Context: an optimization exercise on an open-source flow, tuned for small area. The choices shown serve that exercise and are no tape-out recipe. The RTL was checked by simulation tests, not by an equivalence proof against the original design. Power is estimated from default activity; no workload was simulated.

==> design/flow/design.v <==
module display_chronometer #(parameter CLK_DIV = 100) (
    input            clk,
    input            rst,
    input            start,
    input            stop,
    input            restart,
    output [7:0]     hex_display,
    output [3:0]     an
);
   localparam IDLE = 2'd0, RUN = 2'd1, STOP = 2'd2, START = 2'd3;
   reg q1, q2;
   always @(posedge clk or posedge rst)
     if (rst) begin q1 <= 1'b0; q2 <= 1'b0; end
     else begin q1 <= start; q2 <= q1; end
   wire b_start   =  q2 & ~restart & ~stop;
   wire b_stop    = ~q2 & ~restart &  stop;
   wire b_restart = ~q2 &  restart & ~stop;
   reg [1:0]  st;
   reg [15:0] value;
   reg [6:0]  cnt;
   reg        wen, ren;
   reg [3:0]  wa;
   reg        busy, a10, we, ack;
   reg [3:0]  a;
   reg [15:0] data;
   reg [15:0] rdata;
   reg        warm0, warm1, pulse0;
   reg [15:0] mem [0:15];
   wire [15:0] mem_rd = mem[a];
   wire warm_sel = a10 ? warm1 : warm0;
   wire take_wr  = ~busy & wen;
   wire take_rd  = ~busy & ~wen & ren;
   wire ack_now  = busy & ack;
   wire rd_load  = (take_rd & warm0) | (busy & ~ack & ~we & ~a10 & ~warm0);
   wire [15:0] rdata_nxt = (ack_now & we) ? data : rd_load ? mem_rd : rdata;
   integer i;
   always @(posedge clk or posedge rst) begin
      if (rst) begin
         st <= IDLE; value <= 16'd0; cnt <= 7'd0; wen <= 1'b0; ren <= 1'b0; wa <= 4'd0;
         busy <= 1'b0; a10 <= 1'b0; we <= 1'b0; ack <= 1'b0; a <= 4'd0; data <= 16'd0;
         rdata <= 16'd0; warm0 <= 1'b0; warm1 <= 1'b0; pulse0 <= 1'b0;
         for (i = 0; i < 16; i = i + 1) mem[i] <= 16'd0;
      end else begin
         case (st)
           IDLE: begin
              value <= 16'd0;
              cnt <= 7'd0;
              wen <= ~b_start;
              if (b_start) st <= RUN;
           end
           RUN: begin
              if (b_stop) begin
                 st <= STOP;
                 wen <= 1'b1;
              end else if (b_restart) begin
                 st <= IDLE;
              end else begin
                 if (cnt == CLK_DIV) begin
                    value <= value + 16'd1;
                    cnt <= 7'd1;
                    wen <= 1'b1;
                 end else begin
                    cnt <= cnt + 7'd1;
                    wen <= 1'b0;
                 end
              end
           end
           STOP: begin
              wen <= 1'b0;
              if (b_start) begin
                 st <= START;
                 wa <= wa + 4'd1;
                 ren <= 1'b1;
                 value <= rdata_nxt;
              end else if (b_restart) begin
                 st <= IDLE;
                 wa <= wa + 4'd1;
              end
           end
           START: begin
              ren <= 1'b0;
              if (ack_now) st <= RUN;
           end
         endcase
         if (take_wr) begin
            busy <= 1'b1;
            a10 <= (st != STOP);
            a <= wa;
            data <= value;
            we <= 1'b1;
         end else if (take_rd) begin
            busy <= 1'b1;
            a10 <= 1'b0;
            a <= wa - 4'd1;
            we <= 1'b0;
         end else if (ack_now) begin
            busy <= 1'b0;
         end
         rdata <= rdata_nxt;
         if (busy & ~ack) begin
            if (warm_sel) ack <= 1'b1;
            else if (a10) warm1 <= 1'b1;
            else warm0 <= 1'b1;
         end else begin
            ack <= 1'b0;
         end
         pulse0 <= busy & ~a10 & (ack | ~warm0);
         if (pulse0 & we) mem[a] <= data;
      end
   end
   reg [12:0] dcnt;
   always @(posedge clk or posedge rst)
     if (rst) dcnt <= 13'd0;
     else dcnt <= dcnt + 13'd1;
   reg [3:0] digit;
   reg [3:0] an_r;
   always @(*) begin
      case (dcnt[12:11])
        2'b00: begin digit = data[3:0];   an_r = 4'b1110; end
        2'b01: begin digit = data[7:4];   an_r = 4'b1101; end
        2'b10: begin digit = data[11:8];  an_r = 4'b1011; end
        default: begin digit = data[15:12]; an_r = 4'b0111; end
      endcase
   end
   assign an = an_r;
   reg [6:0] seg;
   always @(*) begin
      case (digit)
        4'h0: seg = 7'b1000000;
        4'h1: seg = 7'b1111001;
        4'h2: seg = 7'b0100100;
        4'h3: seg = 7'b0110000;
        4'h4: seg = 7'b0011001;
        4'h5: seg = 7'b0010010;
        4'h6: seg = 7'b0000010;
        4'h7: seg = 7'b1111000;
        4'h8: seg = 7'b0000000;
        4'h9: seg = 7'b0010000;
        4'ha: seg = 7'b0001000;
        4'hb: seg = 7'b0000011;
        4'hc: seg = 7'b1000110;
        4'hd: seg = 7'b0100001;
        4'he: seg = 7'b0000110;
        default: seg = 7'b0001110;
      endcase
   end
   assign hex_display = {1'b1, seg};
endmodule
==> design/flow/run.sh <==
#!/bin/bash
# synth_recipe.tcl (not shown) runs the flow's synth.tcl, then flattens the netlist and writes it again
# the make line also repeats each setting of config.mk as NAME=value (left out here)
make -C /OpenROAD-flow-scripts/flow DESIGN_CONFIG=/design/flow/config.mk WORK_HOME=/design/flow/orfs CLKGATE_MAP_FILE= SYNTH_SCRIPT=/design/flow/synth_recipe.tcl finish
==> design/flow/config.mk <==
export PLATFORM = sky130hd
export DESIGN_NAME = display_chronometer
export DESIGN_NICKNAME = display_chronometer
export VERILOG_FILES = /design/flow/design.v
export SDC_FILE = /design/flow/constraint.sdc
export NUM_CORES = 4
export LEC_CHECK = 0
export ABC_AREA = 1
export CAP_MARGIN = 20
export CORE_MARGIN = 2
export CORE_UTILIZATION = 40
export CTS_BUF_LIST = sky130_fd_sc_hd__clkbuf_4 sky130_fd_sc_hd__clkbuf_8
export SLEW_MARGIN = 20
==> design/flow/constraint.sdc <==
create_clock -name core_clock -period 10.0 [get_ports {clk}]
set_input_delay 2.0000 -clock core_clock [delete_from_list [all_inputs] [get_ports {clk}]]
set_output_delay 2.0000 -clock core_clock [all_outputs]
set_load 0.01 [all_outputs]
==> reports/metrics.yaml <==
power_and_ir_drop:
  power.leakage_nw: 8.71
  ir_worst_vdd_mv: 0.193
  power_density_mw_per_mm2: 222
timing:
  setup_viol: 0
  tns_ns: 0
  relSlewSlack_pct: 24.2
  slew_at_the_pin_with_the_worst_max_slew_slack_ns: 1.13
  post-route-period-util_pct: 52.4
  worst_clock_skew_ns: 0.0199
  finalCriticalPeriod_ns: 5.24
  grt_setup_unrepaired: "false"
  maximum_achievable_frequency_ghz: 0.191
  final_hold_viol_count: 0
  hold_slack_ns: 0.362
  drv_slew: 0
final_layout:
  layout.filler_cells: 4102
  layout.cells.most_common: "sky130_fd_sc_hd__nand2_1"
  commonest_non_fill_non_tap_cells_in_the_layout: "715 x sky130_fd_sc_hd__nand2_1, 345 x sky130_fd_sc_hd__dfrtp_1, 300 x sky130_fd_sc_hd__o21ai_0"
  finish.utilization_pct: 45.2
  antenna_cells_inserted: 0
  post_route_cells_drive_above_1_share_pct: 7.64
  area_delta_synth_final_pct: 11.3
  num-nets-final: 2050
setup_path:
  timing.critical_path.fanout_max: 19
  setup.worst_path.start_class: "flip-flop"
  timing.critical_path.slowest_cell_delay_ns: 0.56
  bufs_and_invs_on_worst_path: 3
  timing.critical_path.required_ns: 8.00
  timing.critical_path.mode_cell: "sky130_fd_sc_hd__o21ai_0"
  reg2reg_setup_slack_ns: 6.89
  cp_capture_type: "output port"
  timing.critical_path.max_delay_family: "buffers and inverters"
  worstPathArrival_ns: 3.24
  critical-path-slowest-cell: "sky130_fd_sc_hd__clkdlybuf4s50_1"
  timing.rr.end: "value[13]$_DFFE_PP0P_"
  worstRegToRegCells: 9
  worstSetupPathType: "reg2out"
  crit-reg2reg-launch: "st[1]$_DFFE_PP0P_"
  critical_path.cell_chain: "inv_1, o221ai_1, o21ai_0, clkinv_1, o21ai_0, nand2_1, o21ai_0, clkdlybuf4s50_1"
global_route:
  grt.met2_usage_pct: 39.1
  grt_pass1_vias: 13347
  grt_first_pass_wirelength_mm: 77.0
  number_of_antenna_violations_at_the_first_check_in_global_routing: 1
  gr_peak_layer: "met2"
  grtUsageMet1_pct: 31.7
  grtUsageTotal_pct: 23.8
  largest_net_degree_at_the_start_of_global_routing: 185
  grt.met3_usage_pct: 4.17
  grt.overflow.total: 0
synthesis:
  synthesis.area_sq_mm: 0.0162
  yosysWarnings: 2
  synth.distinct_cells: 44
  synthesis.instances: 2038
  predominant_post_synthesis_flop_cell: "sky130_fd_sc_hd__dfrtp_1"
  yosysSeqAreaShare_pct: 53.3
  netlist.top_cell.by_area: "sky130_fd_sc_hd__dfrtp_1"
  synth.top_cells.by_area: "sky130_fd_sc_hd__dfrtp_1 53%, sky130_fd_sc_hd__nand2_1 17%, sky130_fd_sc_hd__o21ai_0 9.3%"
  synth-async-reset-ratio_pct: 100
  synth-edff-count: 0
  synth_nets: 2060
  synthesized_flop_and_latch_total: 345
  synth_area_per_cell_sq_um: 7.94
  post-synth-top-area-fraction_pct: 53.3
route:
  via_per_instance_ratio: 5.29
  wl_per_cell_um: 18.6
  route.vias.total: 13722
  detail_route.wirelength_mm: 48.2
  drtAntennaViolNets: 0
  dr.first_iter.drc_count: 1209
  drt_pass1_iterations: 5
  drt_drc_violations_left: 0
clocking:
  clk_pin_slew_ns: 0.06
  postCtsSetupRepairBufs: 0
  cts_inserted_buffers: 59
  cts-hold-fix-buffers: 0
  tritoncts: "yes"
  clock_sink_count: 345
  clk_latency_ns: 0.64
  cts-root-buf: "sky130_fd_sc_hd__clkbuf_8"
  cts_buffer_depth: 3
  cts_htree_levels: 2
  cts-resized-gates: 0
die:
  die_outline_area_sq_mm: 0.0421
  num_ports: 17
  rows: 73
  start_util_pct: 40.7
  chipHeight_um: 205
  chipWidth_um: 205
  floorplan.core_area_sq_mm: 0.0398
hold_path:
  worst_hold_path_type: "reg2reg"
  hp-start: "q1$_DFF_PP0_"
  worst_hold_path.num_cells: 0
  timing.hold.worst_endpoint: "q2$_DFF_PP0_"
run:
  number_of_maximum_capacitance_violations: 0
placed_design:
  buffer_ports.inserted: 15
  place_congestion: 0.857
  hpwlAfterDp_mm: 28.7
status:
  status: "complete, no violations"
==> power breakdown <==
part	leakage [nW]	internal, W	switching, W
combinational	3.31	0.000275	0.000799
clock	0.662	0.000761	0.000583
sequential	4.74	0.00150	0.0000761
==> flip-flops by register name (all words and copies together), names as in the netlist <==
signal	count
we	1
wen	1
rdata	16
warm0	1
ack	1
q2	1
ren	1
cnt	7
value	16
a10	1
pulse0	1
q1	1
dcnt	13
busy	1
warm1	1
data	16
a	4
st	2
wa	4
mem	256
==> synthesized netlist by cell type, drive strengths merged (2+ instances only) <==
cell and instances:
clkbuf 85, nor3b 3, nand4 6, o21ai 315
buf 29, inv 90, nand2 717, nor2 144
ha 17, xnor2 6, o221ai 3, and2 15
o211ai 9, a21oi 6, o22ai 3, nand3 200
nor3 12, o21bai 2, xor2 11, dfrtp 345
nor4 3, a21boi 3
==> layout make-up <==
type                       instances  area [sq um]  share of cell area (%)
inverter                          91           345                    1.92
tap                              525           657                    3.65
multi-input combinational       1488          6770                    37.5
sequential                       345          8630                    47.9
clock inverter                     9          78.8                   0.437
timing repair buffer              43           373                    2.07
clock buffer                      91          1160                    6.47
==> through the flow <==
step / setup WS [ns] / power (W) / cells / area, sq um
after floorplan: 3.38 / 0.00229 / 2038 / 16200
after CTS: 4.74 / 0.00402 / 2592 / 18000
after global placement: 5.33 / 0.00265 / 2492 / 16800
after detailed placement: 5.20 / 0.00266 / 2492 / 16800
final: 4.76 / 0.00399 / 2592 / 18000
after global routing: 4.48 / 0.00421 / 2592 / 18000
==> logic make-up after synthesis <==
| kind of cell | synth area share [%] |
|---|---|
| AO/OA/AOI/OAI | 11.3 |
| XOR/XNOR | 0.920 |
| buffers and inverters | 5.04 |
| flip-flops | 53.3 |
| adder cells (fa/ha/maj) | 1.31 |
| other | 0.0232 |
| AND/OR/NAND/NOR | 28.0 |
==> layer usage <==
| layer | routed length [um] | part of all wire (%) |
|---|---|---|
| met5 | 0 | 0 |
| met1 | 21200 | 44 |
| met4 | 1180 | 2.4 |
| met3 | 3330 | 6.9 |
| met2 | 22500 | 47 |
==> how the worst max path moves through the flow <==
stage / start / end / cells past startpoint
5_1_grt: data[2]$_DFFE_PP0P_ / hex_display[6] / 8
2_1_floorplan: rst / a10$_DFFE_PP0P_ / 1
3_5_place_dp: stop / value[13]$_DFFE_PP0P_ / 9
6_report: data[2]$_DFFE_PP0P_ / hex_display[6] / 8
3_3_place_gp: stop / value[9]$_DFFE_PP0P_ / 9
4_1_cts: data[2]$_DFFE_PP0P_ / hex_display[6] / 8

port drivers added, routing unchanged:
The flow's constraints put no driver on any port. The routed layout listed below was extracted and timed again, unchanged, in two steps.
Step 1 (the two cells are an assumption about what drives the block):
set clk [get_ports {clk}]
set_driving_cell -lib_cell sky130_fd_sc_hd__clkbuf_16 $clk
set_driving_cell -lib_cell sky130_fd_sc_hd__buf_2 [delete_from_list [all_inputs] $clk]
Step 2 adds t to the input delays and takes it off the output delays; t is the mean of the earliest and latest rising clock arrival at the registers after step 1. Input paths then give back, and output paths get back, about the clock's delay inside the block.
a / b / c = no drivers / after step 1 / after step 2; a / b = the first two.
t (ns): 0.683
setup WS [ns]: 4.763 / 4.711 / 5.394
clock arrival spread, ns: 0.023 / 0.022
After both steps setup and hold are still met in this run. For this run, drivers alone change the setup slack by -0.052 ns; drivers and shift together by +0.631 ns.
